From an optimization exercise on the open Yosys and OpenROAD flow, aimed at small area and a short achievable clock period; shortcuts taken in it are not production practice.

run a:
## bitcruncher_dp
module bitcruncher_dp(
    input         clk,
    input         rst_n,
    input  [21:0] ctrl,             
    input  [15:0] MBR_in_memory,
    output [7:0]  MAR_out_memory,
    output [15:0] MBR_out_memory,
    output [7:0]  IR_out,
    output [3:0]  ALUflags
    );
    wire [21:0] Control_Signals = ctrl;
    wire [15:0] MBR_out;
    wire [15:0] BR_out;
    wire [15:0] ALU_out;
    wire [7:0]  PC_out;
    MAR u_MAR(
    .clk     ( clk     ),
    .rst_n   ( rst_n   ),
    .C5      ( Control_Signals[5]  ),
    .C10     ( Control_Signals[10] ),
    .MBR_out ( MBR_out ),
    .PC_out  ( PC_out  ),
    .MAR_out_memory ( MAR_out_memory )
    );
    MBR u_MBR(
    .clk           ( clk           ),
    .rst_n         ( rst_n         ),
    .C3            ( Control_Signals[3]  ),
    .C11           ( Control_Signals[11] ),
    .C12           ( Control_Signals[12] ),
    .ALU_out       ( ALU_out       ),
    .MBR_in_memory ( MBR_in_memory ),
    .MBR_out       ( MBR_out       ),
    .MBR_out_memory ( MBR_out_memory )
    );
    ALU_ACC u_ALU_ACC(
    .clk     ( clk     ),
    .rst_n   ( rst_n   ),
    .C8      ( Control_Signals[8]  ),
    .C9      ( Control_Signals[9]  ),
    .C13     ( Control_Signals[13] ),
    .C15     ( Control_Signals[15] ),
    .C16     ( Control_Signals[16] ),
    .C17     ( Control_Signals[17] ),
    .C18     ( Control_Signals[18] ),
    .C19     ( Control_Signals[19] ),
    .C20     ( Control_Signals[20] ),
    .C21     ( Control_Signals[21] ),
    .BR_out  ( BR_out  ),
    .ALU_out ( ALU_out ),
    .ALUflags ( ALUflags )
    );
    PC u_PC(
  ...
Size in the first run: about 92 flip-flops, roughly 76 I/O pins, roughly 21000 um^2 of cells after synthesis.
==> module ALU_ACC, before the edit <==
module ALU_ACC(
    input         clk,
    input         rst_n,
    input         C8,     
    input         C9,     
    input         C13,    
    input         C15,    
    input         C16,    
    input         C17,    
    input         C18,    
    input         C19,    
    input         C20,    
    input         C21,    
    input  [15:0] BR_out,
    output [15:0] ALU_out,
    output reg [3:0] ALUflags  
    );
    reg [15:0] ACC;
    assign ALU_out = ACC;
    wire n8  = ~C8;
    wire s9  = n8 & C9;
    wire n9  = n8 & ~C9;
    wire s13 = n9 & C13;
    wire n13 = n9 & ~C13;
    wire s15 = n13 & C15;
    wire n15 = n13 & ~C15;
    wire s16 = n15 & C16;
    wire n16 = n15 & ~C16;
    wire s17 = n16 & C17;
    wire n17 = n16 & ~C17;
    wire s18 = n17 & C18;
    wire n18 = n17 & ~C18;
    wire s19 = n18 & C19;
    wire n19 = n18 & ~C19;
    wire s20 = n19 & C20;
    wire n20 = n19 & ~C20;
    wire s21 = n20 & C21;
    wire hold = n20 & ~C21;
    wire [16:0] sum  = {1'b0, ACC} + {1'b0, BR_out};
    wire [16:0] diff = {1'b0, ACC} - {1'b0, BR_out};
    wire add_of = (ACC[15] == BR_out[15]) && (sum[15] != ACC[15]);
    wire sub_of = (ACC[15] != BR_out[15]) && (diff[15] != ACC[15]);
    wire [15:0] prod;
    wire        mul_of;
    mul16 u_mul(.a(ACC), .b(BR_out), .p(prod), .of(mul_of));
    wire [15:0] quot;
    div16 u_div(.a(ACC), .d(BR_out), .q(quot));
    wire quot_z = diff[16];
    wire [15:0] acc_nd =
          ({16{hold}} & ACC)
        | ({16{s9}}   & sum[15:0])
        | ({16{s13}}  & diff[15:0])
        | ({16{s15}}  & prod)
        | ({16{s17}}  & {1'b0, ACC[15:1]})
        | ({16{s18}}  & {ACC[14:0], 1'b0})
        | ({16{s19}}  & (ACC & BR_out))
        | ({16{s20}}  & (ACC | BR_out))
        | ({16{s21}}  & ~ACC);
    wire [15:0] acc_n = acc_nd | ({16{s16}} & quot);
    wire zf_n = hold ? ALUflags[3] : (s16 ? quot_z : ~|acc_nd);
    wire cf_n = hold ? ALUflags[2] : ((s9 & sum[16]) | (s13 & diff[16]));
    wire of_n = hold ? ALUflags[1] : ((s9 & add_of) | (s13 & sub_of) | (s15 & mul_of));
    wire sf_n = hold ? ALUflags[0] : acc_n[15];
    always @(posedge clk or negedge rst_n) begin
        if (!rst_n) begin
            ACC      <= 16'b0;
            ALUflags <= 4'b0;
        end
        else begin
            ACC      <= acc_n;
            ALUflags <= {zf_n, cf_n, of_n, sf_n};
        end
    end
endmodule
Settings: LEC_CHECK=0, ABC_AREA=1, CAP_MARGIN=20, CORE_MARGIN=2, CORE_UTILIZATION=40, SLEW_MARGIN=20; clock period 40.0 ns.
standard.sh (not shown) runs the stock make flow with config.mk's settings and CLKGATE_MAP_FILE= SYNTH_SCRIPT=/design/flow/synth_recipe.tcl, a recipe that flattens the netlist after the stock synthesis.
==> flow/flow/run.sh <==
#!/bin/bash
# The standard layout, with the standard synthesis, but with timing repair
# aiming for 26 ns of setup slack instead of 0 (the clock period and the
# constraints are the design's own). Each step's output goes to its own log.
set -euo pipefail
bash standard.sh synth > synth.log 2>&1
bash standard.sh SETUP_SLACK_MARGIN=26 finish > layout.log 2>&1
Run a ended with every stage complete and zero timing, DRC or antenna violations.
Changes in run b relative to run a:
--- a/flow/design.v
+++ b/flow/design.v
@@ -38,8 +38,12 @@
     wire s21 = n20 & C21;
     wire hold = n20 & ~C21;
-    wire [16:0] sum  = {1'b0, ACC} + {1'b0, BR_out};
-    wire [16:0] diff = {1'b0, ACC} - {1'b0, BR_out};
-    wire add_of = (ACC[15] == BR_out[15]) && (sum[15] != ACC[15]);
-    wire sub_of = (ACC[15] != BR_out[15]) && (diff[15] != ACC[15]);
+    wire sas = s9 | s13;
+    wire        sub = ~C9;
+    wire [15:0] bx  = BR_out ^ {16{sub}};
+    wire [16:0] as  = {1'b0, ACC} + {1'b0, bx} + {16'd0, sub};
+    wire as_cf = as[16] ^ sub;                  
+    wire as_of = (ACC[15] == bx[15]) && (as[15] != ACC[15]);
+    wire add_z = ((ACC ^ BR_out) == {ACC[14:0] | BR_out[14:0], 1'b0});
+    wire sub_z = (ACC == BR_out);
     wire [15:0] prod;
     wire        mul_of;
@@ -47,9 +51,7 @@
     wire [15:0] quot;
     div16 u_div(.a(ACC), .d(BR_out), .q(quot));
-    wire quot_z = diff[16];
-    wire [15:0] acc_nd =
+    wire quot_z = as_cf;
+    wire [15:0] acc_nl =
           ({16{hold}} & ACC)
-        | ({16{s9}}   & sum[15:0])
-        | ({16{s13}}  & diff[15:0])
         | ({16{s15}}  & prod)
         | ({16{s17}}  & {1'b0, ACC[15:1]})
@@ -58,8 +60,10 @@
         | ({16{s20}}  & (ACC | BR_out))
         | ({16{s21}}  & ~ACC);
-    wire [15:0] acc_n = acc_nd | ({16{s16}} & quot);
-    wire zf_n = hold ? ALUflags[3] : (s16 ? quot_z : ~|acc_nd);
-    wire cf_n = hold ? ALUflags[2] : ((s9 & sum[16]) | (s13 & diff[16]));
-    wire of_n = hold ? ALUflags[1] : ((s9 & add_of) | (s13 & sub_of) | (s15 & mul_of));
+    wire [15:0] acc_n = acc_nl | ({16{sas}} & as[15:0]) | ({16{s16}} & quot);
+    wire zf_n = hold ? ALUflags[3] :
+                s16  ? quot_z :
+                sas  ? (C9 ? add_z : sub_z) : ~|acc_nl;
+    wire cf_n = hold ? ALUflags[2] : (sas & as_cf);
+    wire of_n = hold ? ALUflags[1] : ((sas & as_of) | (s15 & mul_of));
     wire sf_n = hold ? ALUflags[0] : acc_n[15];
     always @(posedge clk or negedge rst_n) begin
--- outcome ---
- Between run a and run b, the post-synthesis mux area share does not differ in any meaningful way.
- Run a → run b: setup slack rose by 100 ps, non-clock buffer instance count of the final layout rose by 22, largest net degree at the start of global routing fell by about 14%.
- First-pass GRT wire length delta (run a -> run b): insignificant
- Looking at first-iteration DRC count across run b and run a, the one that comes out lower is run b.
- On length of routed met3 wiring, the lower figure sits with run a, not run b.
- Worst slew slack as a fraction of its limit (lower): run b
- Aggregate global routing overflow: run b vs run a identical
- In the tables for run b and run a, final setup skew reads lower with run b.
No functional check of the RTL was part of any run of this note.

==> afterwards: timing with drivers on the ports <==
How much do the figures lean on ideal ports? The routed layouts below were timed once more, with nothing changed but the port constraints. Step 1 sets driving cells, clkbuf_16 on the clock port and buf_2 on the other inputs (assumed; they add their load-dependent delay and slew). Step 2 times the ports against the registers' clock, not the clock port: input delays grow and output delays shrink by t, the midpoint of the rising clock arrivals with the driver on. a / b / c = ideal / step 1 / step 2; a / b = the first two.
run | shift t [ns] | slack for setup (ns) | hold slack, ns | worst data-port slew with drivers (ns) | cell pins on the clock port's net
run a | 0.425 | 26.784 / 26.784 / 26.784 | 0.495 / 0.495 / 0.495 | 0.04 | 1
run b | 0.398 | 26.886 / 26.886 / 26.886 | 0.489 / 0.489 / 0.489 | 0.07 | 1
After both steps setup and hold are still met in every run listed.
